Source: an optimization exercise on an open RTL-to-GDS flow (aim: small area and a short achievable clock period). Production flows keep margins and buffers that such runs may drop. At most, simulation tests tie the RTL to the original design; equivalence was not proved.

Setup of wip/amber:
// gcd_top
module gcd_top
#(
    parameter DATA_WIDTH = 16,
    parameter PIPELINE_DEPTH = 31
)(
    input wire                          Clk,
    input wire                          Reset,
    input wire                          Start,
    input wire  signed [DATA_WIDTH-1:0] A,
    input wire  signed [DATA_WIDTH-1:0] B,
    output wire signed [DATA_WIDTH-1:0] Result,
    output wire                         Done
);
Size: ~6,600 cells after synthesis, roughly 970 flip-flops, ~56,000 um2 of cells after synthesis.
Settings: LEC_CHECK=0, ABC_AREA=1, CAP_MARGIN=20, CORE_MARGIN=2, CORE_UTILIZATION=70, CTS_CLUSTER_DIAMETER=100, CTS_CLUSTER_SIZE=25, PLACE_DENSITY=0.8, SETUP_SLACK_MARGIN=1.8, SLEW_MARGIN=20; clock period 4.5 ns.
run.sh (not shown) runs the stock make flow with config.mk's settings and CLKGATE_MAP_FILE= SYNTH_SCRIPT=/design/flow/synth_recipe.tcl, a recipe that flattens the netlist after the stock synthesis.
wip/amber went all the way through synthesis, placement and routing and the layout is clean on timing, DRC and antenna.
The following lists how wip/raven was set up differently from wip/amber:
Settings: SETUP_SLACK_MARGIN now 1.9, was 1.8; CORE_UTILIZATION now 60, was 70; PLACE_DENSITY now 0.7, was 0.8.
==> comparison <==
- Higher post-layout instance area among wip/raven and wip/amber: wip/raven
- wip/raven reports a higher area growth from synthesis to final layout than wip/amber does.
- wip/raven vs. wip/amber: wire length flat, core footprint up 18%.
- Delta (wip/raven minus wip/amber): sequential share of layout area saw a decrease.
- Compared with wip/amber, in wip/raven chip height has increased; multi-input combinational cell count comparable; cell count went up.
Input-level comparison between wip/tundra and wip/raven:
Settings: a change of SETUP_SLACK_MARGIN from 1.9 to 2.0.
Results
Per the comparison of wip/tundra with wip/raven, final critical-path setup slack shows an increase of 0.019 ns, sequential share of layout area shows a reduction of 3.7 points, number of buffers other than clock buffers in the final layout shows an increase of 75%.
Here is what was changed in the inputs of wip/umber compared with wip/tundra.
Settings: SETUP_SLACK_MARGIN: 2.0 -> 1.85.
--- outcome ---
On number of global-route vias before repair: between wip/umber and wip/tundra, it ends up higher for wip/tundra.
The run showing the greater wire length is wip/tundra.
Non-clock buffer count: wip/umber < wip/tundra
Compare wip/umber and wip/tundra | footprint of the multi-input gates lower: wip/umber
Global router's overall resource usage was lower in wip/umber than in wip/tundra.
wip/umber vs. wip/tundra: worst-case clock skew stayed essentially flat; H-tree level count did not really move.

job 8337:
Another version of the RTL of gcd_top (not shown whole).
Size: roughly 7200 cells after synthesis, ~970 flip-flops, about 52 I/O pins, about 0.060 sq mm of cells after synthesis.
make LEC_CHECK=0 ABC_AREA=1 CAP_MARGIN=20 CORE_MARGIN=2 CORE_UTILIZATION=60 PLACE_DENSITY=0.7 SLEW_MARGIN=20 finish   # period 4.5 ns
Job 8337: all stages complete, timing, DRC and antenna checks passed
[inputs] job 5305 vs job 8337
- putting SETUP_SLACK_MARGIN at 2.05 where nothing was set
Results
Job 5305 reports its end point of the critical path as step6.Xout[3]$_DFFE_PP_ while job 8337 reports step7.Xout[9]$_DFFE_PP_.
Final cell count without fillers for job 5305: 223 up relative to job 8337
Compared job 5305 vs job 8337, and area of the multi-input gates is up in job 5305.
Job 5305: cell area 0.0042 sq mm above job 8337
Input changes introduced in job 8354 (baseline for comparison: job 5305):
- SETUP_SLACK_MARGIN now 1.9, was 2.05
==> results.txt <==
- Job 8354 -> job 5305: number of input and output port buffers inserted delta 0, exact match
- Re detailed-routed wire length on met3: job 5305 and job 8354 aren't equal, and the lower value belongs to job 8354.
- Post-route clock period utilization was lower in the run labelled job 5305.
No run of this note included a check of the RTL's function; only the layout flow was run.

old:
gcd_top again, from the RTL that the note above started with.
clock: 4.5 ns
lec_check: 0
abc_area: 1
cap_margin: 20
core_margin: 2
core_utilization: 60
place_density: 0.7
setup_slack_margin: 2.3
slew_margin: 20
[inputs] new vs old
diff --git a/flow/config.mk b/flow/config.mk
--- a/flow/config.mk
+++ b/flow/config.mk
@@ -13 +13 @@
-export SETUP_SLACK_MARGIN = 2.3
+export SETUP_SLACK_MARGIN = 1.7
[summary]
Going from old to new, met1 track demand over resource moved down; via density per instance shrank by 10%. [new vs old] non-clock buffer count: lower in new. On sequential cell count, new and old are basically level. Relative to old, final standard cell count with taps included and fillers excluded has gone down in new. In new, post-synthesis to final-layout area growth is lower than in old. Number of buffers and inverters on the critical path: lower on new. Changes observed in new relative to old: sequential share of layout area higher; summed area of non-filler cells in the final layout lower.
No run of this note included a check of the RTL's function; only the layout flow was run.

Setup of run A:
RTL: one of the versions met above, not the one the previous note started from.
Size: ~970 flip-flops, roughly 52 I/O pins, about 56000 µm² of cells after synthesis.
// gcd_top
module gcd_top
#(
    parameter DATA_WIDTH = 16,
    parameter PIPELINE_DEPTH = 31
)(
    input wire                          Clk,
    input wire                          Reset,
    input wire                          Start,
    input wire  signed [DATA_WIDTH-1:0] A,
    input wire  signed [DATA_WIDTH-1:0] B,
    output wire signed [DATA_WIDTH-1:0] Result,
    output wire                         Done
);
clock: 4.5 ns
lec_check: 0
abc_area: 1
cap_margin: 20
core_margin: 2
core_utilization: 60
cts_cluster_diameter: 100
cts_cluster_size: 25
place_density: 0.7
setup_slack_margin: 1.75
slew_margin: 20
Run A went all the way through synthesis, placement and routing and the layout is clean on timing, DRC and antenna.
### run A -> run B
# run A
export LEC_CHECK = 0
export ABC_AREA = 1
export CAP_MARGIN = 20
export CORE_MARGIN = 2
export CORE_UTILIZATION = 60
export CTS_CLUSTER_DIAMETER = 100
export CTS_CLUSTER_SIZE = 25
export PLACE_DENSITY = 0.7
export SETUP_SLACK_MARGIN = 1.75
export SLEW_MARGIN = 20
create_clock -name core_clock -period 4.5 [get_ports {Clk}]
# run B
export LEC_CHECK = 0
export ABC_AREA = 1
export CAP_MARGIN = 20
export CORE_MARGIN = 2
export CORE_UTILIZATION = 60
export CTS_CLUSTER_DIAMETER = 100
export CTS_CLUSTER_SIZE = 25
export PLACE_DENSITY = 0.7
export SETUP_SLACK_MARGIN = 1.7
export SLEW_MARGIN = 20
create_clock -name core_clock -period 4.5 [get_ports {Clk}]
==> results.txt <==
Run B vs run A, cell area went down by about 0.55%. Diff run B..run A | number of clock buffers inserted by TritonCTS | unchanged. Run A vs run B, end of the critical path: step16.Yout[1]$_DFFE_PP_ vs step16.Yout[7]$_DFFE_PP_. Looking only at sequential share of cell area, and setting everything else aside, the higher value of run A and run B goes to run B.
The inputs of run C differ from those of run B as listed below.
# run B
export LEC_CHECK = 0
export ABC_AREA = 1
export CAP_MARGIN = 20
export CORE_MARGIN = 2
export CORE_UTILIZATION = 60
export CTS_CLUSTER_DIAMETER = 100
export CTS_CLUSTER_SIZE = 25
export PLACE_DENSITY = 0.7
export SETUP_SLACK_MARGIN = 1.7
export SLEW_MARGIN = 20
create_clock -name core_clock -period 4.5 [get_ports {Clk}]
# run C
export LEC_CHECK = 0
export ABC_AREA = 1
export CAP_MARGIN = 20
export CORE_MARGIN = 2
export CORE_UTILIZATION = 60
export CTS_CLUSTER_DIAMETER = 100
export CTS_CLUSTER_SIZE = 25
export PLACE_DENSITY = 0.7
export SETUP_SLACK_MARGIN = 1.8
export SLEW_MARGIN = 20
create_clock -name core_clock -period 4.5 [get_ports {Clk}]
## What came out
- Run C finished every step from synthesis to the final layout, and the layout passed the timing, DRC and antenna checks.
- Run B: full flow OK, the timing, DRC and antenna checks passed
- Run B → run C: routed wire length +2.4%, routed length on met2 +1.0 mm, global-route met3 utilization ~0 delta, via count +1.2%.
- | post-route minimum period | run C vs run B | better |
- The sequential share of layout area number comes out lower for run C vs run B.

## static timing again, ports no longer ideal
How much do the figures lean on ideal ports? The routed layouts below were timed once more, with nothing changed but the port constraints.
Step 1, drivers: a clkbuf_16 drives Clk and a buf_2 each remaining input, both assumed.
Step 2, shift: input delay + t, output delay - t, t = (earliest + latest rising clock arrival at the registers) / 2. This alone moves slack from input paths to output paths.
Three values: no drivers, after step 1, after step 2; two values: the first two.
run | t (ns) | slack for setup (ns) | worst data-port slew with drivers (ns)
wip/amber | 0.701 | 1.851 / 1.851 / 1.420 | 0.05
wip/raven | 0.711 | 1.932 / 1.927 / 1.479 | 0.05
wip/tundra | 0.714 | 1.951 / 1.951 / 1.714 | 0.05
wip/umber | 0.708 | 1.861 / 1.861 / 1.465 | 0.05
job 8337 | 0.760 | 1.543 / 1.543 / 1.543 | 0.05
job 5305 | 0.764 | 2.072 / 2.072 / 1.543 | 0.05
job 8354 | 0.758 | 2.011 / 1.937 / 1.548 | 0.05
old | 0.780 | 2.011 / 2.011 / 1.585 | 0.05
new | 0.758 | 1.833 / 1.833 / 1.557 | 0.05
run A | 0.704 | 1.855 / 1.855 / 1.470 | 0.05
run B | 0.708 | 1.876 / 1.876 / 1.477 | 0.05
run C | 0.706 | 1.962 / 1.932 / 1.472 | 0.05
After both steps every run listed still meets setup and hold. The setup slack of job 5305, which loses most, moves by 0.000 ns with the drivers and by -0.529 ns with both steps.
